Background: an optimization exercise with open tools, aiming at small area. Do not read the settings as production practice. Only simulation tests tie the RTL to the original design; equivalence was not proved. No driver is modelled on the clock port, so clocking that relies on it looks cheaper here than on a real chip. No activity file was given, so power comes from the tool's default toggle rates.

[config.mk]
export PLATFORM = sky130hd
export DESIGN_NAME = Top_Module
export DESIGN_NICKNAME = Top_Module
export VERILOG_FILES = /design/flow/design.v
export SDC_FILE = /design/flow/constraint.sdc
export NUM_CORES = 4
export LEC_CHECK = 0
export CAP_MARGIN = 20
export CORE_MARGIN = 2
export CORE_UTILIZATION = 40
export SLEW_MARGIN = 20
[constraint.sdc]
create_clock -name core_clock -period 30.0 [get_ports {clk}]
set_input_delay 6.0000 -clock core_clock [delete_from_list [all_inputs] [get_ports {clk}]]
set_output_delay 6.0000 -clock core_clock [all_outputs]
set_load 0.01 [all_outputs]
[design.v]
`timescale 1ns / 1ps
module Top_Module(clk,reset,op_WriteBack,imem_addr,imem_rdata,
                  dmem_addr,dmem_wdata,dmem_we,dmem_rdata,wb_we,wb_rd);
    input clk;
    input reset;
    output [31:0] op_WriteBack;
    output [31:0] imem_addr;
    input  [31:0] imem_rdata;
    output [9:0]  dmem_addr;
    output [31:0] dmem_wdata;
    output [3:0]  dmem_we;
    input  [31:0] dmem_rdata;
    output        wb_we;
    output [4:0]  wb_rd;
    reg [31:0] pc;           
    reg [31:0] if_ins;       
    reg [31:0] if_pc;        
    reg [31:0] rs1_q;        
    reg        ph_n, ph_p;   
    reg [31:0] e_d1;         
    reg [31:0] e_s2;         
    reg [31:7] e_ins;        
    reg        e_rw, e_mr, e_mw;             
    reg        e_jmp, e_ld;                  
    reg        e_src, e_immS, e_immJ;        
    reg        e_isig;                       
    reg        e_rri, e_subR;                
    reg [31:0] m_alu, m_d2, m_d1, m_pc;
    reg [4:0]  m_rd;
    reg [2:0]  m_f3;
    reg        m_rw, m_mw, m_ld, m_jmp, m_isig;
    reg [31:0] w_val;
    reg [4:0]  w_rd;
    reg        w_rw;
    wire [31:0] wdat = w_val & {32{~reset}};
    wire [31:0] rv [0:31];
    assign rv[0] = 32'd0;
    genvar gi;
    generate
        for (gi = 1; gi < 32; gi = gi + 1) begin : g_rf
            reg [31:0] r;
            always @(negedge clk)
                if (reset | (w_rw & (w_rd == gi)))
                    r <= wdat;
            assign rv[gi] = r;
        end
    endgenerate
    always @(negedge clk) ph_n <= ~reset & ~ph_n;
    always @(posedge clk) ph_p <= ph_n;
    wire first_half = ph_n ^ ph_p;
    wire [4:0] rs1 = if_ins[19:15];
    wire [4:0] rs2 = if_ins[24:20];
    wire [4:0] rsel = first_half ? rs1 : rs2;
    wire [31:0] rport = (w_rw & (w_rd == rsel)) ? w_val : rv[rsel];
    always @(posedge clk) rs1_q <= rport;
    wire [31:0] rs2_v = rport;
    wire [6:0] op = if_ins[6:0];
    wire [2:0] f3 = if_ins[14:12];
    wire isR    = (op == 7'b0110011);
    wire isI    = (op == 7'b0010011);
    wire isL    = (op == 7'b0000011);
    wire isJAL  = (op == 7'b1101111);
    wire isJALR = (op == 7'b1100111);
    wire isS    = (op == 7'b0100011);
    wire isB    = (op == 7'b1100011);
    wire isU    = (op == 7'b0110111) | (op == 7'b0010111);
    wire isJ    = isJAL | isJALR;
    wire c_rw   = isR | isI | isL | isJ;
    wire c_src  = isI | isL | isJ | isS;
    wire c_isig = isI | isL | isJALR | isS | isB | isU;
    wire [31:0] immB = {{20{if_ins[31]}}, if_ins[7], if_ins[30:25], if_ins[11:8], 1'b0};
    wire [31:0] immJ = {{12{if_ins[31]}}, if_ins[19:12], if_ins[20], if_ins[30:21], 1'b0};
    wire [31:0] immI = {{21{if_ins[31]}}, if_ins[30:20]};
    wire [31:0] imm_t = isB ? immB : (isJAL ? immJ : immI);
    wire [4:0] rs1E = e_ins[19:15];
    wire [4:0] rs2E = e_ins[24:20];
    wire mM  = m_rw & (m_rd != 5'd0);
    wire mW  = w_rw & (w_rd != 5'd0);
    wire fA_M = mM & (m_rd == rs1E);
    wire fA_W = mW & (w_rd == rs1E);
    wire mM2  = mM & (m_rd == rs2E);
    wire fB_M = mM2 & ~m_isig;
    wire fB_W = mW & ~mM2 & (w_rd == rs2E);
    wire [31:0] ba = fA_M ? m_d1 : rs1_q;
    wire [31:0] bb = (~fA_M & mM2) ? m_d2 : rs2_v;
    wire [32:0] bdiff = {1'b0, ba} - {1'b0, bb};
    wire b_eq  = (bdiff[31:0] == 32'd0);
    wire b_ltu = bdiff[32];
    wire b_lt  = (ba[31] ^ bb[31]) ? ba[31] : bdiff[31];
    reg  b_cond;
    always @(*) begin
        case (f3)
            3'd0: b_cond = b_eq;
            3'd1: b_cond = ~b_eq;
            3'd4: b_cond = b_lt;
            3'd5: b_cond = ~b_lt;
            3'd6: b_cond = b_ltu;
            3'd7: b_cond = ~b_ltu;
            default: b_cond = 1'b0;
        endcase
    end
    wire hz  = e_mr & ((e_ins[11:7] == rs1) | (e_ins[11:7] == rs2));
    wire sel = ~hz & ((isB & b_cond) | isJ);
    wire [31:0] target = if_pc + imm_t;
    assign imem_addr = sel ? target : pc;
    always @(negedge clk) begin
        if (reset) pc <= 32'd0;
        else if (hz) pc <= if_pc;
        else pc <= imem_addr + 32'd4;
        if_ins[31:1] <= imem_rdata[31:1];
        if_ins[0]    <= imem_rdata[0] & ~reset;
        if_pc        <= pc;
    end
    always @(negedge clk) begin
        e_rw  <= c_rw & ~hz & ~reset;
        e_mr  <= isL  & ~hz & ~reset;
        e_mw  <= isS  & ~hz & ~reset;
        e_d1  <= rs1_q;
        e_s2  <= c_src ? if_pc : rs2_v;
        e_ins <= if_ins[31:7];
        e_jmp <= isJ;
        e_ld  <= isL;
        e_src <= c_src;
        e_immS <= isS;
        e_immJ <= isJAL;
        e_isig <= c_isig;
        e_rri  <= isR | isI;
        e_subR <= isR & if_ins[30];
    end
    wire [2:0] ef3 = e_ins[14:12];
    wire [31:0] immE;
    assign immE[31:12] = e_immJ ? {{12{e_ins[31]}}, e_ins[19:12]} : {20{e_ins[31]}};
    assign immE[11]    = e_immJ ? e_ins[20] : e_ins[31];
    assign immE[10:5]  = e_ins[30:25];
    assign immE[4:1]   = e_immS ? e_ins[11:8] : e_ins[24:21];
    assign immE[0]     = e_immS ? e_ins[7] : (e_immJ ? 1'b0 : e_ins[20]);
    wire [31:0] A = fA_M ? m_alu : (fA_W ? w_val : e_d1);
    wire [31:0] B = fB_M ? m_alu : (fB_W ? w_val : (e_src ? immE : e_s2));
    wire sub = e_rri & (((ef3 == 3'd0) & e_subR) | (ef3 == 3'd2) | (ef3 == 3'd3));
    wire [32:0] sum = {1'b0, A} + {1'b0, B ^ {32{sub}}} + {32'd0, sub};
    wire slt  = sum[31];
    wire sltu = ~sum[32];
    wire shl = (ef3 == 3'd1);
    reg  [31:0] A_rev, sh_rev;
    wire [31:0] sh_in = shl ? A_rev : A;
    wire [31:0] sh_out = sh_in >> B[4:0];
    integer k;
    always @(*) begin
        for (k = 0; k < 32; k = k + 1) begin
            A_rev[k]  = A[31-k];
            sh_rev[k] = sh_out[31-k];
        end
    end
    reg [31:0] alu;
    always @(*) begin
        if (e_rri) begin
            case (ef3)
                3'd0: alu = sum[31:0];
                3'd1: alu = sh_rev;
                3'd2: alu = {31'd0, slt};
                3'd3: alu = {31'd0, sltu};
                3'd4: alu = A ^ B;
                3'd5: alu = sh_out;
                3'd6: alu = A | B;
                default: alu = A & B;
            endcase
        end else begin
            alu = ((ef3 == 3'd3) | (ef3 == 3'd6) | (ef3 == 3'd7)) ? 32'd0 : sum[31:0];
        end
    end
    always @(negedge clk) begin
        m_rw  <= e_rw & ~reset;
        m_mw  <= e_mw & ~reset;
        m_alu <= alu;
        m_d2  <= B;
        m_d1  <= e_d1;
        m_pc  <= e_s2;
        m_rd  <= e_ins[11:7];
        m_f3  <= ef3;
        m_ld  <= e_ld;
        m_jmp <= e_jmp;
        m_isig <= e_isig;
    end
    assign dmem_addr  = m_alu[9:0];
    assign dmem_wdata = m_d2;
    assign dmem_we = ~m_mw ? 4'b0000 :
                     (m_f3 == 3'd0) ? 4'b0001 :
                     (m_f3 == 3'd1) ? 4'b0011 :
                     (m_f3 == 3'd2) ? 4'b1111 : 4'b0000;
    reg [31:0] ld;
    always @(*) begin
        case (m_f3)
            3'd0: ld = {{24{dmem_rdata[7]}}, dmem_rdata[7:0]};
            3'd1: ld = {{16{dmem_rdata[15]}}, dmem_rdata[15:0]};
            3'd2: ld = dmem_rdata;
            3'd4: ld = {24'd0, dmem_rdata[7:0]};
            3'd5: ld = {16'd0, dmem_rdata[15:0]};
            default: ld = 32'd0;
        endcase
    end
    always @(negedge clk) begin
        w_rw  <= m_rw & ~reset;
        w_rd  <= m_rd;
        w_val <= m_jmp ? m_pc : (m_ld ? ld : m_alu);
    end
    assign op_WriteBack = w_val;
    assign wb_we = w_rw;
    assign wb_rd = w_rd;
endmodule
[run.sh]
#!/bin/bash
# synth_recipe.tcl (not shown) runs the flow's synth.tcl, then flattens the netlist and writes it again
# the make line also repeats each setting of config.mk as NAME=value (left out here)
make -C /OpenROAD-flow-scripts/flow DESIGN_CONFIG=/design/flow/config.mk WORK_HOME=/design/flow/orfs CLKGATE_MAP_FILE= SYNTH_SCRIPT=/design/flow/synth_recipe.tcl finish
==> results by group, run 1 <==
Clock tree
  • Reg clk slew, reported paths: around 0.03 ns
  • Clk Latency, worst-skew pair: a little over 0.8 ns
  • Number of buffers created by CTS: around 160
  • CTS Hold Bufs: 0
  • Root Buffer: clkbuf_16
  • CTS Buffer Depth: 3
  • CTS Sinks: ~1400
  • CTS tree: done
  • Htree depth: 4

Floorplanning
  • Row Count: 143
  • Die H: between 300 and 400 um
  • Core ar.: around 150000 um2
  • Die W: around 400 um
  • Starting Density: approximately two fifths
  • Die area: around 160000 um2
  • I/O pin total: between 150 and 200

Critical path
  • Crit Path Category: flop to output pin
  • CP max FO: 9
  • Startpoint Class: flop
  • Required @ worst endpoint: 24.00 ns
  • Arrival @ worst endpoint: approximately 24 ns
  • Most frequent CP cell: buf_4
  • Crit end category: output pin
  • CP max stage delay: about 0.51 ns
  • Slowest CP cell: fa_1

STA
  • Max_slew headroom: 24.3%
  • Slew Viols, Final: 0
  • Slack of the critical path: 0.255 ns
  • Final setup vio count: 0
  • Minimum hold slack: around 0.32 ns
  • Worst Max-Slew Pin Slew: ~1.1 ns
  • Fin Clk Skew: 0.0822 ns
  • Final hold violations: 0
  • RSZ-0062 raised after global routing: true

Power and ir drop
  • Sequential power share: 37.4%
  • P_int: around 4500 uW
  • Maximum vdd ir drop: ~0.059 mV
  • Pwr Total: about 7300 uW
  • Power Density: ~92 nW/um2
  • Psw: 2750 uW
  • Clock power share: approximately 37%
  • Combinational power share: between 20 and 30%
  • Static Leak: 0.0355 uW
  • Switch share: a little under two fifths

Synth
  • Synth Area in Adders: between 3 and 4%
  • Mux cell area share after synthesis: 3.29%
  • Syn Area/Cell: roughly 12 um2
  • Post-synthesis compound-gate area fraction: ~17%
  • Distinct cells, synth: roughly 100
  • Synth warn: 1
  • Asr flop ratio synth: 0%
  • Seq/Total Area, Yosys: between 60% and 70%
  • Top cells by area, synth: edfxtp_1 49%, dfxtp_1 13%, ha_1 3.3%
  • Dominant cell type by area after synthesis: edfxtp_1
  • Seq cells post-synth: 1401
  • XOR/XNOR share of the synthesized area: under 10%
  • EDFF count, synth: roughly 990
  • Simple-gate portion of the synthesized area: just under 9%
  • Share of the synthesized area in the top cell type: around half
  • Netlist Area Pre-Place: 61200 um2
  • Synth Instances: roughly 5000
  • Synth Flop Type: edfxtp_1
  • Main combinational cell family by area after synthesis: compound AO/OA/AOI/OAI gates
  • Synthesized net count: between 5000 and 6000

GRT
  • Global Route met3 Usage: between 9 and 10%
  • First-pass GRT wire length: about 360000 um
  • Met2 usage: between 40% and 50%
  • Grt ovf: 0
  • Pin count of the biggest net entering global routing: between 60 and 70
  • Initial antenna violation count: 18
  • Met1 Track Usage GR: 41.3%
  • Tot GR Track Use: 32.3%
  • GRT busiest layer: met2
  • Vias in the first global route: 53400

Drt
  • Vias after detailed routing: around 53000
  • Initial DRC Count: around 7500
  • Vias per std cell: roughly 5.9
  • Post-DR wirelength/cell: just under 30 um
  • Final wirelength: 260000 um
  • Post-route ant nets: 0
  • Remaining DRCs: 0
  • Pre-Repair DR Iteration Count: 8

Min path
  • Hold Path Class: flop to flop

Finish
  • Layout cell share with drive strength beyond 1: between 10% and 20%
  • Final nets: 7046
  • Synth-to-Final Area Change: 29.9%

Placed design
  • Pre-CTS setup slack: -0.118 ns
  • DP Wirelength: between 150000 and 200000 um
  • I/O Buffers: between 150 and 200
  • Final Wtd Congestion: 1.01

Job
  • Max Cap Violations: 0

Outcome
  • Status: complete, no violations
critical path, delay by kind of cell, from the launching register on:
kind	cells	cell delay, ns
compound gates	16	2.88
simple gates	15	2.18
buf+inv	10	1.63
fa+ha+maj	2	0.71
flops	1	0.38
xor+xnor	1	0.22
cell families (layout without fill, tap and decap cells):
| group | Yosys count | count (layout) |
|---|---|---|
| muxes | 195 | 195 |
| AOI/OAI and AO/OA | 1470 | 1470 |
| adders and majority gates | 163 | 163 |
| xor gates and xnor gates | 158 | 158 |
| and+or+nand+nor | 1138 | 1140 |
| DFF | 1401 | 1401 |
| buffers and inverters | 478 | 2412 |
| other | 0 | 7 |
timing repair:
item	in CTS	in global routing
pin swaps	45	50
setup buffers	60	17
endpoints found under the setup margin	32	32
resized for setup	112	105
gates cloned	3	3
area by class of cell:
type / instances / area, um2
Clock buffer: 169 / 4090
Clock inverter: 1480 / 6260
Fill cell: 13400 / 72400
Antenna cell: 7 / 17.5
Tap cell: 2030 / 2540
Sequential cell: 1401 / 38000
Multi-Input combinational cell: 3126 / 22600
Timing Repair Buffer: 590 / 5310
Inverter: 173 / 649
state kept, by name, summed over array words and instances (netlist names), 3 cells and up:
name / flops
rs1_q: 32
e_ins: 25
m_d2: 32
if_pc: 32
pc: 32
m_rd: 5
m_alu: 32
if_ins: 32
e_d1: 32
g_rf.r: 992
w_val: 32
w_rd: 5
m_d1: 32
m_pc: 32
m_f3: 3
e_s2: 32
cells in the mapped netlist, types with 111 or more instances:
master	count
a21oi_1	269
a221oi_1	154
a22o_1	160
a22oi_1	176
clkbuf_1	244
dfxtp_1	409
edfxtp_1	992
ha_1	159
inv_1	171
mux2i_1	148
nand2_1	412
nor2_1	220
o21ai_0	239
xnor2_1	111
cells in the final DEF, fill, tap and decap left out, types with 44 or more instances in the layout:
cell type and instances:
ha_1 152, a22oi_1 175, nor2_1 185, a221oi_1 129, mux2i_1 146, inv_1 1574
o21ai_0 218, clkbuf_16 164, a21oi_1 246, nand3_1 108, xnor2_1 110, nand2_1 387
a22o_1 160, nand4_1 109, mux2_2 44, a211oi_1 45, dfxtp_1 407, xor2_1 46
clkdlybuf4s50_1 148, a21o_1 51, edfxtp_1 992, buf_4 357
through the flow:
stage	instances	instance area [um2]	util (%)	setup TNS (ns)
finish	8976	79500	52.3	0
global placement	7239	67600	44.5	0
global route	8969	79400	52.3	-0.324
CTS	8950	78900	52.0	-0.0630
detailed placement	7239	67600	44.5	-1.80
floorplan	5003	61200	-	0
power by group through the flow:
stage	Sequential, uW	Clock [uW]	Combinational [uW]
2_1_floorplan	2640	271	981
3_3_place_gp	2730	271	1750
3_5_place_dp	2730	271	1750
4_1_cts	2710	2730	1790
5_1_grt	2740	2940	1970
6_report	2720	2700	1870
per-layer routing:
layer	wire length, um	vias up
met1	99500	26100
met4	12200	18
met5	118	-
met3	30200	638
met2	118000	3554
li1	-	22900
path summary, 6_finish.rpt:
| kind | start | end | slack, ns | cells after the start |
|---|---|---|---|---|
| max | ph_n | imem_addr[31] | 0.26 | 44 |
| min | e_jmp | m_jmp | 0.32 | 0 |
| max reg2reg | ph_p | pc[28] | 4.26 | 53 |
| min reg2reg | e_jmp | m_jmp | 0.32 | 0 |
==> run 2: changes to the inputs <==
--- a/design.v
+++ b/design.v
@@ -39,7 +39,7 @@
     generate
         for (gi = 1; gi < 32; gi = gi + 1) begin : g_rf
             reg [31:0] r;
-            always @(negedge clk)
+            always @(posedge clk)
                 if (reset | (w_rw & (w_rd == gi)))
                     r <= wdat;
             assign rv[gi] = r;
@@ -50,8 +50,15 @@
     wire first_half = ph_n ^ ph_p;
     wire [4:0] rs1 = if_ins[19:15];
     wire [4:0] rs2 = if_ins[24:20];
-    wire [4:0] rsel = first_half ? rs1 : rs2;
-    wire [31:0] rport = (w_rw & (w_rd == rsel)) ? w_val : rv[rsel];
+    reg  [31:0] rsum;
+    integer j;
+    always @(*) begin
+        rsum = 32'd0;
+        for (j = 1; j < 32; j = j + 1)
+            rsum = rsum | (rv[j] & {32{first_half ? (rs1 == j) : (rs2 == j)}});
+    end
+    wire hit = w_rw & (first_half ? (w_rd == rs1) : (w_rd == rs2));
+    wire [31:0] rport = hit ? w_val : rsum;
     always @(posedge clk) rs1_q <= rport;
     wire [31:0] rs2_v = rport;
     wire [6:0] op = if_ins[6:0];
@@ -83,10 +90,9 @@
     wire fB_W = mW & ~mM2 & (w_rd == rs2E);
     wire [31:0] ba = fA_M ? m_d1 : rs1_q;
     wire [31:0] bb = (~fA_M & mM2) ? m_d2 : rs2_v;
-    wire [32:0] bdiff = {1'b0, ba} - {1'b0, bb};
-    wire b_eq  = (bdiff[31:0] == 32'd0);
-    wire b_ltu = bdiff[32];
-    wire b_lt  = (ba[31] ^ bb[31]) ? ba[31] : bdiff[31];
+    wire b_eq  = (ba == bb);
+    wire b_ltu = (ba < bb);
+    wire b_lt  = (ba[31] ^ bb[31]) ? ba[31] : b_ltu;
     reg  b_cond;
     always @(*) begin
         case (f3)
@@ -103,10 +109,12 @@
     wire sel = ~hz & ((isB & b_cond) | isJ);
     wire [31:0] target = if_pc + imm_t;
     assign imem_addr = sel ? target : pc;
+    wire [31:2] pc_inc;
+    inc30 u_inc(.a(imem_addr[31:2]), .s(pc_inc));
     always @(negedge clk) begin
         if (reset) pc <= 32'd0;
         else if (hz) pc <= if_pc;
-        else pc <= imem_addr + 32'd4;
+        else pc <= {pc_inc, imem_addr[1:0]};
         if_ins[31:1] <= imem_rdata[31:1];
         if_ins[0]    <= imem_rdata[0] & ~reset;
         if_pc        <= pc;
@@ -137,7 +145,8 @@
     wire [31:0] A = fA_M ? m_alu : (fA_W ? w_val : e_d1);
     wire [31:0] B = fB_M ? m_alu : (fB_W ? w_val : (e_src ? immE : e_s2));
     wire sub = e_rri & (((ef3 == 3'd0) & e_subR) | (ef3 == 3'd2) | (ef3 == 3'd3));
-    wire [32:0] sum = {1'b0, A} + {1'b0, B ^ {32{sub}}} + {32'd0, sub};
+    wire [32:0] sum;
+    rca #(32) u_alu_add(.a(A), .b(B ^ {32{sub}}), .ci(sub), .s(sum[31:0]), .co(sum[32]));
     wire slt  = sum[31];
     wire sltu = ~sum[32];
     wire shl = (ef3 == 3'd1);
@@ -207,3 +216,32 @@
     assign wb_we = w_rw;
     assign wb_rd = w_rd;
 endmodule
+module rca #(parameter W = 32) (a, b, ci, s, co);
+    input  [W-1:0] a, b;
+    input          ci;
+    output [W-1:0] s;
+    output         co;
+    wire [W:0] c;
+    assign c[0] = ci;
+    genvar i;
+    generate
+        for (i = 0; i < W; i = i + 1) begin : g
+            assign s[i]   = a[i] ^ b[i] ^ c[i];
+            assign c[i+1] = (a[i] & b[i]) | (c[i] & (a[i] ^ b[i]));
+        end
+    endgenerate
+    assign co = c[W];
+endmodule
+module inc30(a, s);
+    input  [29:0] a;
+    output [29:0] s;
+    wire [30:0] c;
+    assign c[0] = 1'b1;
+    genvar i;
+    generate
+        for (i = 0; i < 30; i = i + 1) begin : g
+            assign s[i]   = a[i] ^ c[i];
+            assign c[i+1] = a[i] & c[i];
+        end
+    endgenerate
+endmodule
--- a/config.mk
+++ b/config.mk
@@ -7,5 +7,7 @@
 export LEC_CHECK = 0
 export CAP_MARGIN = 20
 export CORE_MARGIN = 2
-export CORE_UTILIZATION = 40
+export CORE_UTILIZATION = 60
+export CTS_CLUSTER_DIAMETER = 60
+export CTS_CLUSTER_SIZE = 20
 export SLEW_MARGIN = 20
==> results by group, run 2 <==
Outcome
  • Status: complete, no violations (unchanged)

Synth
  • EDFF count, synth: 992 (unchanged)
  • Seq/Total Area, Yosys: 63.9% (was 62.1%)
  • Distinct cells, synth: 85 (was 99)
  • Synth warn: 1 (unchanged)
  • Post-synth top cells: 992 x edfxtp_1, 409 x dfxtp_1, 351 x nand2_1, 266 x a21oi_1, 223 x nor2_1 (was 992 x edfxtp_1, 412 x nand2_1, 409 x dfxtp_1, 269 x a21oi_1, 244 x clkbuf_1)
  • Most common cell in the synthesized netlist: edfxtp_1 (unchanged)
  • Synth Instances: 4593 (was 5003)
  • Top cells by area, synth: edfxtp_1 50%, dfxtp_1 14%, ha_1 3.3% (was edfxtp_1 49%, dfxtp_1 13%, ha_1 3.3%)
  • Asr flop ratio synth: 0% (unchanged)
  • Seq cells post-synth: 1401 (unchanged)
  • Synth Flop Type: edfxtp_1 (unchanged)
  • Netlist Area Pre-Place: 59500 um2 (was 61200 um2)
  • Share of the synthesized area in the top cell type: 50.1% (was 48.7%)
  • Syn Area/Cell: 12.9 um2 (was 12.2 um2)
  • Dominant cell type by area after synthesis: edfxtp_1 (unchanged)
  • Synthesized net count: 4846 (was 5232)

GRT
  • Vias in the first global route: 43900 (was 53400)
  • Pin count of the biggest net entering global routing: 88 (was 66)
  • Grt ovf: 0 (unchanged)
  • First-pass GRT wire length: 325000 um (was 364000 um)
  • Initial antenna violation count: 22 (was 18)
  • Tot GR Track Use: 45.6% (was 32.3%)

Finish
  • Most common cell after layout, fill and taps aside: edfxtp_1 (was inv_1)
  • Synth-to-Final Area Change: 15.9% (was 29.9%)
  • Largest Register: g_rf.r (unchanged)
  • Largest register FFs: 992 (unchanged)
  • Layout cell share with drive strength beyond 1: 11.5% (was 13.9%)
  • Area of the multi-input gates: 20600 um2 (was 22600 um2)
  • Final non-filler cell total: 6543 (was 8976)
  • Commonest cells after routing, fill and taps aside: 992 x edfxtp_1, 481 x inv_1, 406 x dfxtp_1, 334 x nand2_1, 265 x a21oi_1 (was 1574 x inv_1, 992 x edfxtp_1, 407 x dfxtp_1, 387 x nand2_1, 357 x buf_4)
  • Register area: 38000 um2 (about the same)
  • Fill cells: 6784 (was 13400)
  • Final nets: 5428 (was 7046)

Floorplanning
  • Die W: 319 um (was 395 um)
  • I/O pin total: 182 (unchanged)
  • Die H: 319 um (was 395 um)
  • Starting Density: 60.5% (was 40.3%)
  • Row Count: 115 (was 143)
  • Core ar.: 98300 um2 (was 152000 um2)
  • Die area: 102000 um2 (was 156000 um2)

Clock tree
  • CTS Hold Bufs: 0 (unchanged)
  • CTS tree: done (unchanged)
  • Root Buffer: clkbuf_16 (unchanged)
  • Reg clk slew, reported paths: 0.04 ns (was 0.03 ns)
  • Clk Latency, worst-skew pair: 0.74 ns (was 0.82 ns)
  • CTS Buffer Depth: 3 (unchanged)
  • Number of buffers created by CTS: 96 (was 157)
  • Htree depth: 3 (was 4)
  • CTS Sinks: 1401 (unchanged)

Drt
  • Post-route ant nets: 0 (unchanged)
  • Pre-Repair DR Iteration Count: 9 (was 8)
  • Post-DR wirelength/cell: 36.1 um (was 28.9 um)
  • Initial DRC Count: 9030 (was 7497)
  • Final wirelength: 236000 um (was 260000 um)
  • Vias after detailed routing: 46500 (was 53300)
  • Remaining DRCs: 0 (unchanged)
  • Vias per std cell: 7.11 (was 5.93)

Critical path
  • Crit end category: output pin (unchanged)
  • Required @ worst endpoint: 24.00 ns (about the same)
  • Startpoint Class: flop (unchanged)
  • CP max FO: 62 (was 9)
  • Arrival @ worst endpoint: 23.69 ns (was 23.74 ns)
  • Crit Path Category: flop to output pin (unchanged)

STA
  • Worst Max-Slew Pin Slew: 1.35 ns (was 1.13 ns)
  • Slew Viols, Final: 0 (unchanged)
  • Max_slew headroom: 9.56% (was 24.3%)
  • Fin Clk Skew: 0.0455 ns (was 0.0822 ns)
  • Slack of the critical path: 0.310 ns (was 0.255 ns)
  • Final hold violations: 0 (unchanged)
  • Final setup vio count: 0 (unchanged)

Min path
  • Hold Path Class: flop to flop (unchanged)

Placed design
  • DP Wirelength: 152000 um (was 168000 um)
  • Pre-CTS setup slack: 1.25 ns (was -0.118 ns)
  • I/O Buffers: 181 (unchanged)
  • Final Wtd Congestion: 1.05 (was 1.01)
  • Placed cell count: 5968 (was 7239)

Power and ir drop
  • Power Density: 83.6 nW/um2 (was 91.7 nW/um2)
  • Static Leak: 0.0275 uW (was 0.0355 uW)
  • Maximum vdd ir drop: 0.0832 mV (was 0.0591 mV)
  • Pwr Total: 5760 uW (was 7290 uW)

Job
  • Max Cap Violations: 0 (unchanged)
-- run 2: per-stage QoR --
| stage | instance area [um2] | hold slack [ns] | utilization, % | setup TNS [ns] |
|---|---|---|---|---|
| final | 68900 | 0.315 | 70.1 | 0 |
| after global routing | 68900 | 0.331 | 70.1 | -0.0162 |
| after CTS | 68600 | 0.326 | 69.8 | 0 |
| after detailed placement | 63900 | 0.314 | 65.0 | 0 |
| after global placement | 63900 | 0.310 | 65.0 | 0 |
| after floorplan | 59500 | 0.310 | - | 0 |
-- run 2: layer usage --
metal / up-vias / track usage (%) / wire length, um / share of wire (%)
met4: 16 / 25.1 / 15100 / 6.4
li1: 18900 / - / - / -
met2: 4293 / 64.2 / 98100 / 42
met1: 22600 / 63.1 / 84200 / 36
met3: 749 / 14.1 / 38800 / 16
met5: - / 0 / 107 / 0.045
-- run 2: final cells by class --
type,instances,area share [%]
sequential,1401,55.1
multi-input combinational,2800,29.9
timing repair buffer,394,5.21
clock buffer,116,3.80
clock inverter,431,3.07
tap,1287,2.34
inverter,106,0.577
antenna,8,0.0290
-- run 2: repair_timing --
item                       4_1_cts  5_1_grt
setup endpoints to repair        0       32
setup buffers                    0       16
resized for setup                0        1
-- run 2: kinds of logic (layout without fill, tap and decap cells) --
kind of cell	count (synthesis)	after routing	synth area share (%)
DFF	1401	1401	63.9
and+or+nand+nor	969	971	7.57
muxes	277	277	4.99
xor gates and xnor gates	102	102	1.50
buffers and inverters	394	1047	2.68
adders and majority gates	187	187	4.34
other	0	8	0
AOI/OAI and AO/OA	1263	1263	15.0
-- run 2: path summary, 6_finish.rpt --
kind,startpoint,to,slack (ns),cells after the start
worst max-delay path,ph_n,imem_addr[27],0.31,24
worst min-delay path,e_ld,m_ld,0.32,0
worst max register to register,ph_p,pc[31],1.08,53
worst min register to register,e_ld,m_ld,0.32,0
-- run 2: worst max-delay path, cell delays in order, from the launching register on --
cell,delay (ns)
dfxtp_1,0.38
xor2_2,0.46
nor3b_1,0.14
a31oi_2,0.86
nor2_4,0.36
buf_4,0.37
a22o_1,0.28
a221oi_1,0.28
nand4_1,0.28
nor3_1,0.69
a21oi_1,0.29
mux2i_1,0.23
ha_1,0.18
nand4_1,0.22
nor2_1,0.15
nand2_1,0.08
nor4_1,0.42
nand3_1,0.27
xnor2_1,0.19
a31oi_1,0.17
o21ai_1,0.13
nand2_2,0.08
buf_4,0.46
mux2_2,0.42
clkdlybuf4s50_1,0.49
-- run 2: power by group --
| group | switching (uW) | total (uW) | leakage, uW | internal [uW] |
|---|---|---|---|---|
| sequential | 237 | 2710 | 0.0136 | 2470 |
| combinational | 952 | 1430 | 0.0103 | 479 |
| clock | 872 | 1630 | 0.00361 | 754 |
==> run 3: changes to the inputs <==
==> flow/run.sh (new file) <==
#!/bin/bash
# Layout flow: the standard ORFS flow (standard.sh, standard synthesis
# unchanged), except that the port buffers are the smallest buffer cell
# (sky130_fd_sc_hd__buf_1) instead of the cell buffer_ports picks itself.
# The full make output, which holds every tool's output, goes to
# standard_flow.log in the folder this runs in; ORFS's per-step logs are
# under orfs/logs/.
set -euo pipefail
bash standard.sh "BUFFER_PORTS_ARGS=-buffer_cell sky130_fd_sc_hd__buf_1" finish > standard_flow.log 2>&1
==> standard.sh (new file) <==
#!/bin/bash
# synth_recipe.tcl (not shown) runs the flow's synth.tcl, then flattens the netlist and writes it again
# the make line also repeats each setting of config.mk as NAME=value (left out here)
make -C /OpenROAD-flow-scripts/flow DESIGN_CONFIG=/design/flow/config.mk WORK_HOME=/design/flow/orfs CLKGATE_MAP_FILE= SYNTH_SCRIPT=/design/flow/synth_recipe.tcl "${@:-finish}"
removed: run.sh
==> results by group, run 3 <==
Placed design
  • Final Wtd Congestion: 1.08 (was 1.05)
  • DP Wirelength: 151000 um (was 152000 um)
  • I/O Buffers: 181 (unchanged)
  • Pre-CTS setup slack: 0.925 ns (was 1.25 ns)

STA
  • Slack of the critical path: 0.121 ns (was 0.310 ns)
  • Final setup vio count: 0 (unchanged)
  • Fin Clk Skew: 0.0441 ns (was 0.0455 ns)
  • Total negative slack: 0 ns (unchanged)
  • Max_slew headroom: 10.1% (was 9.56%)
  • Final hold violations: 0 (unchanged)
  • Slew Viols, Final: 0 (unchanged)
  • Worst Max-Slew Pin Slew: 1.35 ns (about the same)
  • RSZ-0062 raised after global routing: false

Finish
  • Largest register FFs: 992 (unchanged)
  • Commonest cells after routing, fill and taps aside: 992 x edfxtp_1, 479 x inv_1, 406 x dfxtp_1, 334 x nand2_1, 265 x a21oi_1 (was 992 x edfxtp_1, 481 x inv_1, 406 x dfxtp_1, 334 x nand2_1, 265 x a21oi_1)
  • Synth-to-Final Area Change: 14.4% (was 15.9%)
  • Largest Register: g_rf.r (unchanged)
  • Most common cell after layout, fill and taps aside: edfxtp_1 (unchanged)
  • Layout cell share with drive strength beyond 1: 11.8% (was 11.5%)
  • Final nets: 5433 (was 5428)

Critical path
  • Required @ worst endpoint: 24.00 ns (about the same)
  • Arrival @ worst endpoint: 23.88 ns (was 23.69 ns)
  • Startpoint Class: flop (unchanged)
  • Crit Path Category: flop to output pin (unchanged)
  • CP max FO: 32 (was 62)
  • Crit end category: output pin (unchanged)

Synth
  • Top cells by area, synth: edfxtp_1 50%, dfxtp_1 14%, ha_1 3.3% (unchanged)
  • Simple-gate portion of the synthesized area: 7.57% (unchanged)
  • Syn Area/Cell: 12.9 um2 (unchanged)
  • Asr flop ratio synth: 0% (unchanged)
  • Post-synthesis compound-gate area fraction: 15.0% (unchanged)
  • Main combinational cell family by area after synthesis: compound AO/OA/AOI/OAI gates (unchanged)
  • Synth Instances: 4593 (unchanged)
  • Seq/Total Area, Yosys: 63.9% (unchanged)
  • Synth Flop Type: edfxtp_1 (unchanged)
  • Netlist Area Pre-Place: 59500 um2 (unchanged)
  • Synth warn: 1 (unchanged)
  • EDFF count, synth: 992 (unchanged)
  • Synthesized net count: 4846 (unchanged)
  • Share of the synthesized area in the top cell type: 50.1% (unchanged)
  • Post-synth top cells: 992 x edfxtp_1, 409 x dfxtp_1, 351 x nand2_1, 266 x a21oi_1, 223 x nor2_1 (unchanged)
  • Distinct cells, synth: 85 (unchanged)
  • Synth Area in Adders: 4.34% (unchanged)
  • Most common cell in the synthesized netlist: edfxtp_1 (unchanged)
  • XOR/XNOR share of the synthesized area: 1.50% (unchanged)
  • Seq cells post-synth: 1401 (unchanged)
  • Dominant cell type by area after synthesis: edfxtp_1 (unchanged)
  • Mux cell area share after synthesis: 4.99% (unchanged)

Floorplanning
  • Core ar.: 98300 um2 (unchanged)
  • Row Count: 115 (unchanged)
  • I/O pin total: 182 (unchanged)
  • Die area: 102000 um2 (unchanged)
  • Die W: 319 um (unchanged)
  • Starting Density: 60.5% (unchanged)
  • Die H: 319 um (unchanged)

Clock tree
  • Clk Latency, worst-skew pair: 0.75 ns (was 0.74 ns)
  • Root Buffer: clkbuf_16 (unchanged)
  • Number of buffers created by CTS: 104 (was 96)
  • Htree depth: 3 (unchanged)
  • Reg clk slew, reported paths: 0.04 ns (about the same)
  • CTS tree: done (unchanged)
  • CTS Sinks: 1401 (unchanged)
  • CTS Buffer Depth: 3 (unchanged)

GRT
  • Pin count of the biggest net entering global routing: 65 (was 88)
  • First-pass GRT wire length: 323000 um (was 325000 um)
  • Initial antenna violation count: 22 (unchanged)
  • Grt ovf: 0 (unchanged)
  • Tot GR Track Use: 45.2% (was 45.6%)
  • Vias in the first global route: 43700 (was 43900)

Drt
  • Post-route ant nets: 0 (unchanged)
  • Remaining DRCs: 0 (unchanged)
  • Vias per std cell: 7.07 (was 7.11)
  • Initial DRC Count: 9064 (was 9030)
  • Post-DR wirelength/cell: 35.7 um (was 36.1 um)
  • Final wirelength: 234000 um (was 236000 um)
  • Vias after detailed routing: 46300 (was 46500)
  • Pre-Repair DR Iteration Count: 8 (was 9)

Outcome
  • Status: complete, no violations (unchanged)

Power and ir drop
  • Static Leak: 0.0272 uW (was 0.0275 uW)
  • Power Density: 85.4 nW/um2 (was 83.6 nW/um2)
  • Maximum vdd ir drop: 0.0600 mV (was 0.0832 mV)

Job
  • Max Cap Violations: 0 (unchanged)

Min path
  • Hold Path Class: flop to flop (unchanged)
[run 3: worst max-delay path, cell delays in order, from the launching register on]
cell and delay (ns):
dfxtp_1 0.37, xor2_2 0.57, buf_4 0.30, nand2_1 0.07, o31ai_1 0.09, nand2_1 0.34, nor2_4 0.88, buf_4 0.41
a22o_1 0.17, a221oi_1 0.05, nand4_1 0.23, nor3_1 0.14, a21oi_1 0.55, mux2i_1 0.18, ha_1 0.35, a21oi_1 0.15
mux2i_1 0.09, nor2_1 0.39, o31ai_1 0.15, a21o_1 0.18, o21ai_0 0.65, xnor2_1 0.12, o21ai_1 0.26, buf_4 0.22
nand2_2 0.33, buf_4 0.38, o21ai_0 0.31, buf_1 0.19
[run 3: per-layer routing]
metal / part of all wire, % / up-vias / GRT usage (%)
met5: 0.056 / - / 0
met2: 42 / 4192 / 63.6
met4: 5.8 / 20 / 22.1
li1: - / 18900 / -
met3: 16 / 734 / 14.6
met1: 37 / 22400 / 63.2
[run 3: through the flow]
step | hold slack (ns) | utilization, % | std cells | cell area, um2 | power [uW]
finish | 0.310 | 69.2 | 6549 | 68000 | 5810
CTS | 0.312 | 69.0 | 6530 | 67800 | 5710
floorplan | 0.310 | - | 4593 | 59500 | 3430
global route | 0.318 | 69.2 | 6546 | 68000 | 5960
detailed placement | 0.312 | 63.9 | 5972 | 62800 | 4090
global placement | 0.310 | 63.8 | 5972 | 62700 | 4080
[run 3: path summary, 6_finish.rpt]
path              startpoint  slack, ns            end  depth (start not counted)
setup / recovery        ph_n       0.12  imem_addr[21]                         27
hold / removal        e_isig       0.31         m_isig                          0
setup reg to reg        ph_p       0.88         pc[31]                         56
hold reg to reg       e_isig       0.31         m_isig                          0
[run 3: power breakdown]
group	internal (uW)	switching (uW)	leakage [uW]	total, uW
combinational	428	948	0.00984	1380
clock	828	903	0.00378	1730
sequential	2470	231	0.0136	2700
total	3730	2080	0.0272	5810
[run 3: kinds of logic after synthesis]
| group | Yosys count |
|---|---|
| flops | 1401 |
| compound gates | 1263 |
| simple gates | 969 |
| buf+inv | 394 |
| mux | 277 |
| fa+ha+maj | 187 |
| xor+xnor | 102 |
[run 3: cell type report]
class / instances / area (um2)
clock inverter: 447 / 2410
multi-input combinational: 2799 / 20600
antenna: 5 / 12.5
fill: 6993 / 30200
tap: 1287 / 1610
clock buffer: 112 / 2690
sequential: 1401 / 38000
timing repair buffer: 392 / 2340
inverter: 106 / 398
[run 3: what timing repair did]
item                                   4_1_cts  5_1_grt
setup endpoints to repair                    0       17
buffers inserted                             0       13
endpoints found under the hold margin        0        0
hold buffers                                 0        0
gates resized for setup                      0        2
==> run 4: changes to the inputs <==
==> flow/run.sh (replaced) <==
#!/bin/bash
# Layout flow: the standard ORFS flow (standard.sh, standard synthesis
# unchanged) with two changes:
#  - the port buffers are the smallest buffer cell (sky130_fd_sc_hd__buf_1)
#    instead of the cell buffer_ports picks itself;
#  - CTS keeps the one clock inverter of the falling-edge registers and
#    builds a clock tree for its output (flow/keep_clock_inverter.tcl),
#    instead of copying the inverter once per register.
# The full make output, which holds every tool's output, goes to
# standard_flow.log in the folder this runs in; ORFS's per-step logs are
# under orfs/logs/.
set -euo pipefail
here=$(pwd)
bash standard.sh \
  "BUFFER_PORTS_ARGS=-buffer_cell sky130_fd_sc_hd__buf_1" \
  "PRE_CTS_TCL=$here/flow/keep_clock_inverter.tcl" \
  finish > standard_flow.log 2>&1
==> flow/keep_clock_inverter.tcl (new file) <==
# Sourced by ORFS's cts.tcl as PRE_CTS_TCL, before it calls
# repair_clock_inverters. That step would copy the single clock inverter
# (which feeds the falling-edge registers) next to every one of those
# registers. Instead the inverter is kept, and clock_tree_synthesis builds a
# buffer tree for its output net as it does for clk.
proc repair_clock_inverters {args} {
  puts "repair_clock_inverters: skipped; the clock inverter's net gets its own tree"
}
--- a/config.mk
+++ b/config.mk
@@ -10,4 +10,5 @@
 export CORE_UTILIZATION = 60
 export CTS_CLUSTER_DIAMETER = 60
 export CTS_CLUSTER_SIZE = 20
+export SETUP_SLACK_MARGIN = 0.1
 export SLEW_MARGIN = 20
==> results by group, run 4 <==
STA
  • Fin Clk Skew: 0.190 ns (was 0.0441 ns)
  • Final setup vio count: 0 (unchanged)
  • Total negative slack: 0 ns (unchanged)
  • Worst Max-Slew Pin Slew: 1.24 ns (was 1.35 ns)
  • Final hold violations: 0 (unchanged)
  • Slew Viols, Final: 0 (unchanged)
  • RSZ-0062 raised after global routing: false (unchanged)
  • Max_slew headroom: 17.4% (was 10.1%)

Drt
  • Met3 routed WL: 38300 um (was 37500 um)
  • Initial DRC Count: 9224 (was 9064)
  • Remaining DRCs: 0 (unchanged)
  • Met1 WL: 85100 um (was 85400 um)
  • Final wirelength: 234000 um (about the same)
  • Post-DR wirelength/cell: 37.7 um (was 35.7 um)
  • Vias after detailed routing: 45200 (was 46300)
  • Post-route ant nets: 0 (unchanged)
  • Pre-Repair DR Iteration Count: 10 (was 8)
  • Top sig layer: met5 (unchanged)
  • Vias per std cell: 7.28 (was 7.07)
  • WL met2: 96000 um (was 97300 um)

Finish
  • Most common cell after layout, fill and taps aside: edfxtp_1 (unchanged)
  • Largest register FFs: 992 (unchanged)
  • Synth-to-Final Area Change: 12.8% (was 14.4%)
  • Layout cell share with drive strength beyond 1: 13.5% (was 11.8%)
  • Core Util, Final: 68.2% (was 69.2%)
  • Register area: 38000 um2 (unchanged)
  • Fill cells: 7002 (was 6993)
  • Largest Register: g_rf.r (unchanged)
  • Final nets: 5123 (was 5433)
  • Area of the multi-input gates: 20700 um2 (was 20600 um2)
  • Final non-filler cell total: 6207 (was 6549)
  • Final Cell Area: 67100 um2 (was 68000 um2)
  • Commonest cells after routing, fill and taps aside: 992 x edfxtp_1, 406 x dfxtp_1, 332 x nand2_1, 265 x a21oi_1, 244 x buf_4 (was 992 x edfxtp_1, 479 x inv_1, 406 x dfxtp_1, 334 x nand2_1, 265 x a21oi_1)

Power and ir drop
  • Maximum vdd ir drop: 0.0556 mV (was 0.0600 mV)
  • Power Density: 83.5 nW/um2 (was 85.4 nW/um2)
  • Static Leak: 0.0255 uW (was 0.0272 uW)

GRT
  • Vias in the first global route: 41900 (was 43700)
  • Initial antenna violation count: 19 (was 22)
  • Tot GR Track Use: 45.4% (was 45.2%)
  • First-pass GRT wire length: 323000 um (about the same)
  • Grt ovf: 0 (unchanged)
  • Pin count of the biggest net entering global routing: 65 (unchanged)

Clock tree
  • Reg clk slew, reported paths: 0.09 ns (was 0.04 ns)
  • Clk Latency, worst-skew pair: 1.51 ns (was 0.75 ns)
  • CTS Hold Bufs: 0 (unchanged)
  • CTS tree: done (unchanged)

Floorplanning
  • Row Count: 115 (unchanged)
  • Core ar.: 98300 um2 (unchanged)
  • Starting Density: 60.5% (unchanged)
  • Die area: 102000 um2 (unchanged)
  • Die H: 319 um (unchanged)
  • Die W: 319 um (unchanged)
  • I/O pin total: 182 (unchanged)

Synth
  • Netlist Area Pre-Place: 59500 um2 (unchanged)
  • Most common cell in the synthesized netlist: edfxtp_1 (unchanged)
  • Seq cells post-synth: 1401 (unchanged)
  • Synth warn: 1 (unchanged)
  • Synthesized net count: 4846 (unchanged)
  • Synth Instances: 4593 (unchanged)
  • Distinct cells, synth: 85 (unchanged)
  • Seq/Total Area, Yosys: 63.9% (unchanged)
  • Dominant cell type by area after synthesis: edfxtp_1 (unchanged)
  • Syn Area/Cell: 12.9 um2 (unchanged)
  • Share of the synthesized area in the top cell type: 50.1% (unchanged)
  • Post-synth top cells: 992 x edfxtp_1, 409 x dfxtp_1, 351 x nand2_1, 266 x a21oi_1, 223 x nor2_1 (unchanged)
  • Synth Flop Type: edfxtp_1 (unchanged)
  • Asr flop ratio synth: 0% (unchanged)
  • Top cells by area, synth: edfxtp_1 50%, dfxtp_1 14%, ha_1 3.3% (unchanged)
  • EDFF count, synth: 992 (unchanged)

Critical path
  • Slowest CP cell: a211oi_1 (was nor2_4)
  • Crit Path Category: flop to output pin (unchanged)
  • Crit path buf inv count: 5 (unchanged)
  • Arrival @ worst endpoint: 23.66 ns (was 23.88 ns)
  • Crit end category: output pin (unchanged)
  • Startpoint Class: flop (unchanged)
  • Required @ worst endpoint: 24.00 ns (about the same)
  • Critical path's top delay family: compound AO/OA/AOI/OAI gates (unchanged)
  • CP max FO: 32 (unchanged)
  • Most frequent CP cell: buf_4 (unchanged)
  • CP max stage delay: 0.51 ns (was 0.88 ns)

Placed design
  • Area after DPL: 62800 um2 (unchanged)
  • Placed cell count: 5972 (unchanged)
  • DP Wirelength: 151000 um (unchanged)
  • Final Wtd Congestion: 1.08 (unchanged)
  • I/O Buffers: 181 (unchanged)

Min path
  • Hold Path Class: flop to flop (unchanged)

Job
  • Max Cap Violations: 0 (unchanged)

Outcome
  • Status: complete, no violations (unchanged)
-- run 4: layout make-up --
| cell class | instances | area share (%) |
|---|---|---|
| antenna | 7 | 0.0261 |
| clock buffer | 129 | 4.59 |
| multi-input combinational | 2801 | 30.8 |
| tap | 1287 | 2.40 |
| sequential | 1401 | 56.6 |
| timing repair buffer | 439 | 4.14 |
| inverter | 107 | 0.599 |
| clock inverter | 36 | 0.772 |
-- run 4: through the flow --
stage          hold WS, ns  total power, uW  setup WS, ns
5_1_grt              0.333             5730         0.105
4_1_cts              0.326             5510         0.101
3_5_place_dp         0.312             4090         0.925
3_3_place_gp         0.310             4080         0.981
2_1_floorplan        0.310             3430          3.63
6_report             0.323             5600         0.345
-- run 4: worst paths after layout --
path | from | to | slack [ns] | cells past startpoint
worst min register to register | e_d1[31] | m_d1[31] | 0.32 | 0
worst min-delay path | e_d1[31] | m_d1[31] | 0.32 | 0
worst max-delay path | ph_n | imem_addr[23] | 0.34 | 26
worst max register to register | ph_p | pc[31] | 1.97 | 55
-- run 4: cells by family after synthesis --
kind of cell | synth area share (%)
buffers and inverters | 2.68
xor gates and xnor gates | 1.50
AOI/OAI and AO/OA | 15.0
DFF | 63.9
muxes | 4.99
and+or+nand+nor | 7.57
adders and majority gates | 4.34
-- run 4: power by group --
part           leakage [uW]  switching (uW)  internal (uW)  total [uW]
sequential           0.0136             231           2470        2700
clock               0.00175             745            779        1520
combinational        0.0101             948            433        1380
total                0.0255            1920           3680        5600
-- run 4: metal layers --
metal / up-vias / GRT usage [%]
met5: - / 0
met3: 764 / 14.3
met2: 4154 / 63.3
li1: 18200 / -
met4: 16 / 22.6
met1: 22000 / 64.2
-- run 4: timing repair --
action,in CTS,in global routing
buffers inserted,28,32
endpoints found under the setup margin,32,32
resized for setup,9,8
cloned,3,0
endpoints found under the hold margin,0,0
pin swaps,14,14
==> run 5: changes to the inputs <==
--- a/design.v
+++ b/design.v
@@ -50,17 +50,21 @@
     wire first_half = ph_n ^ ph_p;
     wire [4:0] rs1 = if_ins[19:15];
     wire [4:0] rs2 = if_ins[24:20];
+    reg  [31:1] rterm [0:31];    
     reg  [31:0] rsum;
-    integer j;
-    always @(*) begin
-        rsum = 32'd0;
-        for (j = 1; j < 32; j = j + 1)
-            rsum = rsum | (rv[j] & {32{first_half ? (rs1 == j) : (rs2 == j)}});
+    integer j, b;
+    always @(*) begin
+        for (b = 0; b < 32; b = b + 1) begin
+            for (j = 1; j < 32; j = j + 1)
+                rterm[b][j] = rv[j][b] & (first_half ? (rs1 == j) : (rs2 == j));
+            rsum[b] = |rterm[b];
+        end
     end
     wire hit = w_rw & (first_half ? (w_rd == rs1) : (w_rd == rs2));
     wire [31:0] rport = hit ? w_val : rsum;
     always @(posedge clk) rs1_q <= rport;
-    wire [31:0] rs2_v = rport;
+    wire        hit0  = w_rw & (w_rd == 5'd0) & (rs2 == 5'd0);
+    wire [31:0] rs2_v = rsum | (w_val & {32{hit0}});
     wire [6:0] op = if_ins[6:0];
     wire [2:0] f3 = if_ins[14:12];
     wire isR    = (op == 7'b0110011);
==> flow/run.sh (replaced) <==
#!/bin/bash
# Layout flow: the standard ORFS flow (standard.sh) with three changes.
#  - Synthesis is the standard synthesis script (synth_recipe.tcl), run
#    as is, except that Yosys's abc step maps the logic with an area-oriented
#    ABC script (flow/abc_area.script: &dch -f then &nf -a) instead of ORFS's
#    delay-oriented abc_speed.script. abc only maps combinational logic, so
#    the registers (names, count, cell types) are those of the standard
#    synthesis.
#  - The port buffers are the smallest buffer cell (sky130_fd_sc_hd__buf_1)
#    instead of the cell buffer_ports picks itself.
#  - CTS keeps the one clock inverter of the falling-edge registers and
#    builds a clock tree for its output (flow/keep_clock_inverter.tcl),
#    instead of copying the inverter once per register.
# The full make output, which holds every tool's output, goes to
# standard_flow.log in the folder this runs in; ORFS's per-step logs are
# under orfs/logs/.
set -euo pipefail
here=$(pwd)
{
  echo "# synth_recipe.tcl, with Yosys's abc given flow/abc_area.script"
  echo "proc abc {args} {"
  echo "  set i [lsearch -exact \$args -script]"
  echo "  if {\$i >= 0} { lset args [expr {\$i + 1}] {$here/flow/abc_area.script} }"
  echo "  yosys abc {*}\$args"
  echo "}"
  cat synth_recipe.tcl
} > area_synth.tcl
bash standard.sh \
  "SYNTH_SCRIPT=$here/area_synth.tcl" \
  "BUFFER_PORTS_ARGS=-buffer_cell sky130_fd_sc_hd__buf_1" \
  "PRE_CTS_TCL=$here/flow/keep_clock_inverter.tcl" \
  finish > standard_flow.log 2>&1
==> flow/abc_area.script (new file) <==
&get -n
&st
&dch -f
&nf -a -R 1000
&put
==> results by group, run 5 <==
Clock tree
  • Reg clk slew, reported paths: 0.08 ns (was 0.09 ns)
  • CTS Hold Bufs: 0 (unchanged)
  • CTS tree: done (unchanged)
  • Setup Buffers After CTS: 0 (was 28)
  • Clk Latency, worst-skew pair: 1.70 ns (was 1.51 ns)

STA
  • Fin Clk Skew: 0.401 ns (was 0.190 ns)
  • Total negative slack: 0 ns (unchanged)
  • Worst Max-Slew Pin Slew: 1.12 ns (was 1.24 ns)
  • Final hold violations: 0 (unchanged)
  • RSZ-0062 raised after global routing: false (unchanged)
  • Final setup vio count: 0 (unchanged)
  • Slew Viols, Final: 0 (unchanged)
  • Max_slew headroom: 25.5% (was 17.4%)

Finish
  • Synth-to-Final Area Change: 13.4% (was 12.8%)
  • Largest Register: g_rf.r (unchanged)
  • Final Cell Area: 63700 um2 (was 67100 um2)
  • Largest register FFs: 992 (unchanged)
  • Most common cell after layout, fill and taps aside: edfxtp_1 (unchanged)
  • Final nets: 4690 (was 5123)
  • Core Util, Final: 68.4% (was 68.2%)
  • Commonest cells after routing, fill and taps aside: 992 x edfxtp_1, 407 x dfxtp_1, 361 x nand2_1, 225 x o21ai_0, 221 x nor2_1 (was 992 x edfxtp_1, 406 x dfxtp_1, 332 x nand2_1, 265 x a21oi_1, 244 x buf_4)
  • Layout cell share with drive strength beyond 1: 8.84% (was 13.5%)

Critical path
  • Slowest CP cell: a2111oi_1 (was a211oi_1)
  • Crit path capture: imem_addr[0] (was imem_addr[23])
  • Origin of the critical flop-to-flop path: ph_p (unchanged)
  • CP max stage delay: 0.60 ns (was 0.51 ns)
  • Crit path buf inv count: 3 (was 5)
  • FF-to-FF path depth: 55 (unchanged)
  • Arrival @ worst endpoint: 23.56 ns (was 23.66 ns)
  • Critical path's top delay family: compound AO/OA/AOI/OAI gates (unchanged)
  • CP max FO: 62 (was 32)
  • Worst reg2reg setup slack: 2.12 ns (was 1.97 ns)
  • CP startpoint: ph_n (unchanged)
  • CP Depth: 25 (was 26)
  • Required @ worst endpoint: 24.00 ns (about the same)
  • Most frequent CP cell: mux2i_1 (was buf_4)
  • Worst r2r dst: pc[30] (was pc[31])
  • Crit Path Category: flop to output pin (unchanged)
  • Crit end category: output pin (unchanged)
  • Startpoint Class: flop (unchanged)

Placed design
  • Final Wtd Congestion: 0.991 (was 1.08)
  • DP Wirelength: 111000 um (was 151000 um)
  • Area after DPL: 59700 um2 (was 62800 um2)
  • I/O Buffers: 181 (unchanged)

Drt
  • Pre-Repair DR Iteration Count: 8 (was 10)
  • Remaining DRCs: 0 (unchanged)
  • Post-DR wirelength/cell: 29.7 um (was 37.7 um)
  • Post-route ant nets: 0 (unchanged)
  • Vias per std cell: 6.62 (was 7.28)
  • Final wirelength: 170000 um (was 234000 um)
  • Vias after detailed routing: 38000 (was 45200)
  • Initial DRC Count: 5704 (was 9224)

Power and ir drop
  • Maximum vdd ir drop: 0.0652 mV (was 0.0556 mV)
  • Static Leak: 0.0240 uW (was 0.0255 uW)
  • Power Density: 86.5 nW/um2 (was 83.5 nW/um2)

Synth
  • Seq cells post-synth: 1401 (unchanged)
  • Post-synthesis compound-gate area fraction: 12.5% (was 15.0%)
  • Top cells by area, synth: edfxtp_1 53%, dfxtp_1 15%, ha_1 3.5% (was edfxtp_1 50%, dfxtp_1 14%, ha_1 3.3%)
  • Synth warn: 2 (was 1)
  • Synth Instances: 4020 (was 4593)
  • Seq/Total Area, Yosys: 67.6% (was 63.9%)
  • Syn Area/Cell: 14.0 um2 (was 12.9 um2)
  • XOR/XNOR share of the synthesized area: 1.53% (was 1.50%)
  • Asr flop ratio synth: 0% (unchanged)
  • Distinct cells, synth: 51 (was 85)
  • Most common cell in the synthesized netlist: edfxtp_1 (unchanged)
  • Synth Area in Adders: 4.60% (was 4.34%)
  • EDFF count, synth: 992 (unchanged)
  • Post-synth top cells: 992 x edfxtp_1, 409 x dfxtp_1, 362 x nand2_1, 228 x o21ai_0, 226 x nor2_1 (was 992 x edfxtp_1, 409 x dfxtp_1, 351 x nand2_1, 266 x a21oi_1, 223 x nor2_1)
  • Share of the synthesized area in the top cell type: 53.1% (was 50.1%)
  • Synthesized net count: 4273 (was 4846)
  • Netlist Area Pre-Place: 56100 um2 (was 59500 um2)
  • Simple-gate portion of the synthesized area: 7.61% (was 7.57%)
  • Dominant cell type by area after synthesis: edfxtp_1 (unchanged)
  • Mux cell area share after synthesis: 5.42% (was 4.99%)
  • Main combinational cell family by area after synthesis: compound AO/OA/AOI/OAI gates (unchanged)
  • Synth Flop Type: edfxtp_1 (unchanged)

GRT
  • First-pass GRT wire length: 245000 um (was 323000 um)
  • Vias in the first global route: 35600 (was 41900)
  • Pin count of the biggest net entering global routing: 98 (was 65)
  • Initial antenna violation count: 0 (was 19)
  • Grt ovf: 0 (unchanged)
  • Tot GR Track Use: 35.4% (was 45.4%)

Floorplanning
  • Core ar.: 93000 um2 (was 98300 um2)
  • Die H: 310 um (was 319 um)
  • Die W: 310 um (was 319 um)
  • Starting Density: 60.3% (was 60.5%)
  • Die area: 96000 um2 (was 102000 um2)
  • Row Count: 112 (was 115)
  • I/O pin total: 182 (unchanged)

Job
  • Max Cap Violations: 0 (unchanged)

Outcome
  • Status: complete, no violations (unchanged)

Min path
  • WHS Path Cells: 0 (unchanged)
  • Hold Path Class: flop to flop (unchanged)
## run 5: cell count changes in the layout (fill, tap and decap cells not counted), moves of 84 or more
cell,delta
a222oi_1,+124
a22o_1,-118
a221oi_1,-103
mux2_1,+100
o21ai_0,+84
mux2_2,-89
inv_1,-103
buf_4,-128
## run 5: cell families (layout without fill, tap and decap cells)
| logic type | Yosys count | in the layout |
|---|---|---|
| XOR/XNOR | 98 | 98 |
| AO/OA/AOI/OAI | 1019 | 1019 |
| buffers and inverters | 88 | 548 |
| AND/OR/NAND/NOR | 936 | 936 |
| adder cells (fa/ha/maj) | 187 | 187 |
| flip-flops | 1401 | 1401 |
| multiplexers | 291 | 291 |
| other | 0 | 2 |
## run 5: area by class of cell
| class | instances | area, um2 |
|---|---|---|
| multi-input cells | 2531 | 18400 |
| diodes | 2 | 5.00 |
| clock inverters | 34 | 556 |
| flip-flops and latches | 1401 | 38000 |
| well taps | 1254 | 1570 |
| clock buffers | 135 | 3270 |
| inverters | 77 | 289 |
| repair buffers | 302 | 1630 |
| fillers | 6780 | 29400 |
## run 5: worst min-delay path by stage
stage | startpoint | to | slack [ns]
floorplan | e_isig | m_isig | 0.31
global placement | e_jmp | m_jmp | 0.31
detailed placement | e_jmp | m_jmp | 0.31
CTS | e_jmp | m_jmp | 0.33
global route | e_jmp | m_jmp | 0.34
finish | e_jmp | m_jmp | 0.33
## run 5: per-stage QoR
| step | std cells | total power [uW] | hold WS (ns) | setup WS (ns) |
|---|---|---|---|---|
| CTS | 5733 | 5480 | 0.331 | 0.119 |
| global route | 5734 | 5710 | 0.340 | 0.0920 |
| finish | 5736 | 5510 | 0.328 | 0.435 |
| global placement | 5562 | 3970 | 0.312 | 1.70 |
| detailed placement | 5564 | 3990 | 0.315 | 1.57 |
| floorplan | 4020 | 3470 | 0.310 | 0.581 |
## run 5: routing by layer
metal  share of wire [%]  vias up  global-route usage, %
li1                    -    16700                      -
met1                  41    18800                   53.0
met2                  45     2204                   52.9
met3                  11      268                   6.42
met4                 3.2        0                   11.2
met5                   0        -                      0
## run 5: worst reg2reg max path, delay by kind of cell (launching register included)
family,cells,cell delay (ns)
DFF,1,0.36
adders and majority gates,29,5.71
xor gates and xnor gates,1,0.40
muxes,5,1.14
and+or+nand+nor,10,2.16
AOI/OAI and AO/OA,8,2.21
buffers and inverters,2,0.49
## run 5: repair_timing
item / CTS / global route
gates resized for setup: 0 / 12
setup endpoints to repair: 0 / 32
endpoints found under the hold margin: 0 / 0
## run 5: where the power goes
part	switching [uW]	internal, uW	total [uW]	leakage, uW
clock	737	848	1580	0.00187
combinational	809	402	1210	0.00849
sequential	202	2510	2710	0.0136
==> run 6: changes to the inputs <==
--- a/design.v
+++ b/design.v
@@ -63,8 +63,7 @@
     wire hit = w_rw & (first_half ? (w_rd == rs1) : (w_rd == rs2));
     wire [31:0] rport = hit ? w_val : rsum;
     always @(posedge clk) rs1_q <= rport;
-    wire        hit0  = w_rw & (w_rd == 5'd0) & (rs2 == 5'd0);
-    wire [31:0] rs2_v = rsum | (w_val & {32{hit0}});
+    wire [31:0] rs2_v = rport;
     wire [6:0] op = if_ins[6:0];
     wire [2:0] f3 = if_ins[14:12];
     wire isR    = (op == 7'b0110011);
--- a/flow/run.sh
+++ b/flow/run.sh
@@ -1,5 +1,5 @@
 #!/bin/bash
-# Layout flow: the standard ORFS flow (standard.sh) with three changes.
+# Layout flow: the standard ORFS flow (standard.sh) with two changes.
 #  - Synthesis is the standard synthesis script (synth_recipe.tcl), run
 #    as is, except that Yosys's abc step maps the logic with an area-oriented
 #    ABC script (flow/abc_area.script: &dch -f then &nf -a) instead of ORFS's
@@ -8,9 +8,6 @@
 #    synthesis.
 #  - The port buffers are the smallest buffer cell (sky130_fd_sc_hd__buf_1)
 #    instead of the cell buffer_ports picks itself.
-#  - CTS keeps the one clock inverter of the falling-edge registers and
-#    builds a clock tree for its output (flow/keep_clock_inverter.tcl),
-#    instead of copying the inverter once per register.
 # The full make output, which holds every tool's output, goes to
 # standard_flow.log in the folder this runs in; ORFS's per-step logs are
 # under orfs/logs/.
@@ -28,5 +25,4 @@
 bash standard.sh \
   "SYNTH_SCRIPT=$here/area_synth.tcl" \
   "BUFFER_PORTS_ARGS=-buffer_cell sky130_fd_sc_hd__buf_1" \
-  "PRE_CTS_TCL=$here/flow/keep_clock_inverter.tcl" \
   finish > standard_flow.log 2>&1
==> flow/abc_area.script (replaced) <==
&get -n
&st
&dch -f
&nf -a -R 1000
&put
topo
stime -c
buffer -c
upsize -c
dnsize -c
--- a/config.mk
+++ b/config.mk
@@ -10,5 +10,4 @@
 export CORE_UTILIZATION = 60
 export CTS_CLUSTER_DIAMETER = 60
 export CTS_CLUSTER_SIZE = 20
-export SETUP_SLACK_MARGIN = 0.1
 export SLEW_MARGIN = 20
removed: flow/keep_clock_inverter.tcl
==> results by group, run 6 <==
Clock tree
  • Reg clk slew, reported paths: 0.05 ns (was 0.08 ns)
  • CTS Sinks: between 1000 and 1500
  • Clk Latency, worst-skew pair: 0.73 ns (was 1.70 ns)
  • Number of buffers created by CTS: 105
  • Root Buffer: clkbuf_16
  • CTS tree: done (unchanged)
  • Setup Buffers After CTS: 0 (unchanged)
  • CTS Buffer Depth: 3
  • Htree depth: 3

Synth
  • Dominant cell type by area after synthesis: edfxtp_1 (unchanged)
  • Netlist Area Pre-Place: 56800 um2 (was 56100 um2)
  • Seq/Total Area, Yosys: 66.9% (was 67.6%)
  • Seq cells post-synth: 1401 (unchanged)
  • Post-synth top cells: 992 x edfxtp_1, 409 x dfxtp_1, 338 x nand2_1, 287 x nor2_1, 240 x a21oi_1 (was 992 x edfxtp_1, 409 x dfxtp_1, 362 x nand2_1, 228 x o21ai_0, 226 x nor2_1)
  • Syn Area/Cell: 13.2 um2 (was 14.0 um2)
  • Synth Instances: 4302 (was 4020)
  • Share of the synthesized area in the top cell type: 52.4% (was 53.1%)
  • Asr flop ratio synth: 0% (unchanged)
  • Synthesized net count: 4555 (was 4273)
  • EDFF count, synth: 992 (unchanged)
  • Synth warn: 2 (unchanged)
  • Top cells by area, synth: edfxtp_1 52%, dfxtp_1 14%, ha_1 3.4% (was edfxtp_1 53%, dfxtp_1 15%, ha_1 3.5%)

STA
  • RSZ-0062 raised after global routing: false (unchanged)
  • Fin Clk Skew: 0.0437 ns (was 0.401 ns)
  • Final hold violations: 0 (unchanged)
  • Max_slew headroom: 24.5% (was 25.5%)
  • Worst Max-Slew Pin Slew: 1.13 ns (was 1.12 ns)
  • Slew Viols, Final: 0 (unchanged)

Floorplanning
  • Die area: 97200 um2 (was 96000 um2)
  • Die W: 312 um (was 310 um)
  • Row Count: 112 (unchanged)
  • Core ar.: 93600 um2 (was 93000 um2)
  • Die H: 312 um (was 310 um)
  • Starting Density: 60.7% (was 60.3%)

Placed design
  • I/O Buffers: 181 (unchanged)
  • Final Wtd Congestion: 1.01 (was 0.991)
  • DP Wirelength: 116000 um (was 111000 um)
  • Placed cell count: 5594 (was 5564)

Critical path
  • Arrival @ worst endpoint: 23.47 ns (was 23.56 ns)
  • Required @ worst endpoint: 24.00 ns (about the same)
  • Startpoint Class: flop (unchanged)
  • Crit end category: output pin (unchanged)
  • Crit Path Category: flop to output pin (unchanged)
  • CP max FO: 61 (was 62)

Drt
  • Pre-Repair DR Iteration Count: 9 (was 8)
  • Remaining DRCs: 0 (unchanged)
  • Post-DR wirelength/cell: 28.5 um (was 29.7 um)
  • Post-route ant nets: 0 (unchanged)
  • Vias after detailed routing: 39800 (was 38000)
  • Initial DRC Count: 6243 (was 5704)
  • Vias per std cell: 6.45 (was 6.62)
  • Final wirelength: 176000 um (was 170000 um)

Min path
  • Hold Path Class: flop to flop (unchanged)

Finish
  • Layout cell share with drive strength beyond 1: 9.79% (was 8.84%)
  • Core Util, Final: 69.1% (was 68.4%)
  • Commonest cells after routing, fill and taps aside: 992 x edfxtp_1, 480 x inv_1, 407 x dfxtp_1, 336 x nand2_1, 280 x nor2_1 (was 992 x edfxtp_1, 407 x dfxtp_1, 361 x nand2_1, 225 x o21ai_0, 221 x nor2_1)
  • Most common cell after layout, fill and taps aside: edfxtp_1 (unchanged)
  • Largest register FFs: 992 (unchanged)
  • Final non-filler cell total: 6162 (was 5736)

GRT
  • Grt ovf: 0 (unchanged)
  • Tot GR Track Use: 35.9% (was 35.4%)
  • Vias in the first global route: 38500 (was 35600)
  • Pin count of the biggest net entering global routing: 97 (was 98)
  • First-pass GRT wire length: 256000 um (was 245000 um)
  • Initial antenna violation count: 13 (was 0)

Power and ir drop
  • Power Density: 87.9 nW/um2 (was 86.5 nW/um2)
  • Maximum vdd ir drop: 0.0733 mV (was 0.0652 mV)
  • Static Leak: 0.0261 uW (was 0.0240 uW)
  • Pwr Total: 5690 uW (was 5510 uW)

Job
  • Max Cap Violations: 0 (unchanged)

Outcome
  • Status: complete, no violations (unchanged)
## run 6: cell count changes after synthesis, sizes merged, moves of 31 or more
cell | previous run | this run
clkbuf | 0 | 218
inv | 0 | 106
clkinv | 77 | 0
nor2 | 226 | 287
mux2 | 102 | 45
buf | 11 | 53
mux2i | 189 | 157
a21o | 85 | 54
## run 6: layout make-up
type | instances | area (um2)
well taps | 1254 | 1570
flip-flops and latches | 1401 | 38000
multi-input cells | 2524 | 17900
clock inverters | 453 | 2430
diodes | 4 | 10.0
inverters | 105 | 399
repair buffers | 311 | 1720
fillers | 6807 | 28900
clock buffers | 110 | 2720
## run 6: timing repair
| action | 4_1_cts | 5_1_grt |
|---|---|---|
| resized for setup | 0 | 2 |
| setup endpoints to repair | 0 | 32 |
| hold buffers | 0 | 0 |
| endpoints found under the hold margin | 0 | 0 |
## run 6: worst max-delay path: stages (launching register included)
cell and delay, ns:
dfxtp_1 0.38, xor2_2 0.39, mux2i_1 0.50, nand2b_1 0.52, nor3_4 0.21, buf_4 0.31, a22oi_1 0.24, nand3_1 0.15
a2111oi_1 1.00, nand4_1 0.19, o21ai_0 0.21, nand2_1 0.09, o21ai_0 0.10, ha_1 0.15, and2_1 0.19, nand4_1 0.15
nor4_1 0.60, o31ai_1 0.21, nand4_1 0.14, nor2_1 0.07, mux2_2 0.28, o21ai_0 0.19, a31oi_1 0.23, o21ai_4 0.20
buf_4 0.45, mux2_2 0.42, buf_1 0.13
## run 6: report_power, final
part | leakage, uW | internal [uW] | total [uW] | switching (uW)
clock | 0.00380 | 820 | 1720 | 901
combinational | 0.00869 | 406 | 1230 | 819
sequential | 0.0136 | 2510 | 2740 | 224
total | 0.0261 | 3740 | 5690 | 1940
## run 6: stage by stage
| step | setup slack (ns) | area (um2) | hold slack (ns) |
|---|---|---|---|
| final | 0.528 | 64700 | 0.325 |
| after global placement | 1.43 | 59400 | 0.310 |
| after CTS | 0.377 | 64600 | 0.322 |
| after global routing | 0.0500 | 64700 | 0.311 |
| after floorplan | 2.87 | 56800 | 0.310 |
| after detailed placement | 1.20 | 59400 | 0.316 |
## run 6: cells by family after synthesis
| kind of cell | Yosys count | share of synthesized area [%] |
|---|---|---|
| XOR/XNOR | 99 | 1.53 |
| AND/OR/NAND/NOR | 983 | 7.88 |
| multiplexers | 202 | 3.66 |
| buffers and inverters | 377 | 2.68 |
| AO/OA/AOI/OAI | 1053 | 12.9 |
| adder cells (fa/ha/maj) | 187 | 4.54 |
| flip-flops | 1401 | 66.9 |
## run 6: layer usage
metal / vias to the layer above / track usage [%] / wire length (um)
met3: 407 / 8.07 / 18600
met2: 2252 / 54.0 / 79200
met5: - / 0 / 125
li1: 17500 / - / -
met1: 19600 / 50.2 / 69600
met4: 18 / 16.5 / 8260
## run 6: worst paths after layout
kind                  endpoint  depth (start not counted)  slack [ns]     start
hold / removal        m_d1[18]                          0        0.32  e_d1[18]
setup / recovery  imem_addr[6]                         26        0.53      ph_n
hold reg to reg       m_d1[18]                          0        0.32  e_d1[18]
setup reg to reg        pc[30]                         55        1.77      ph_p
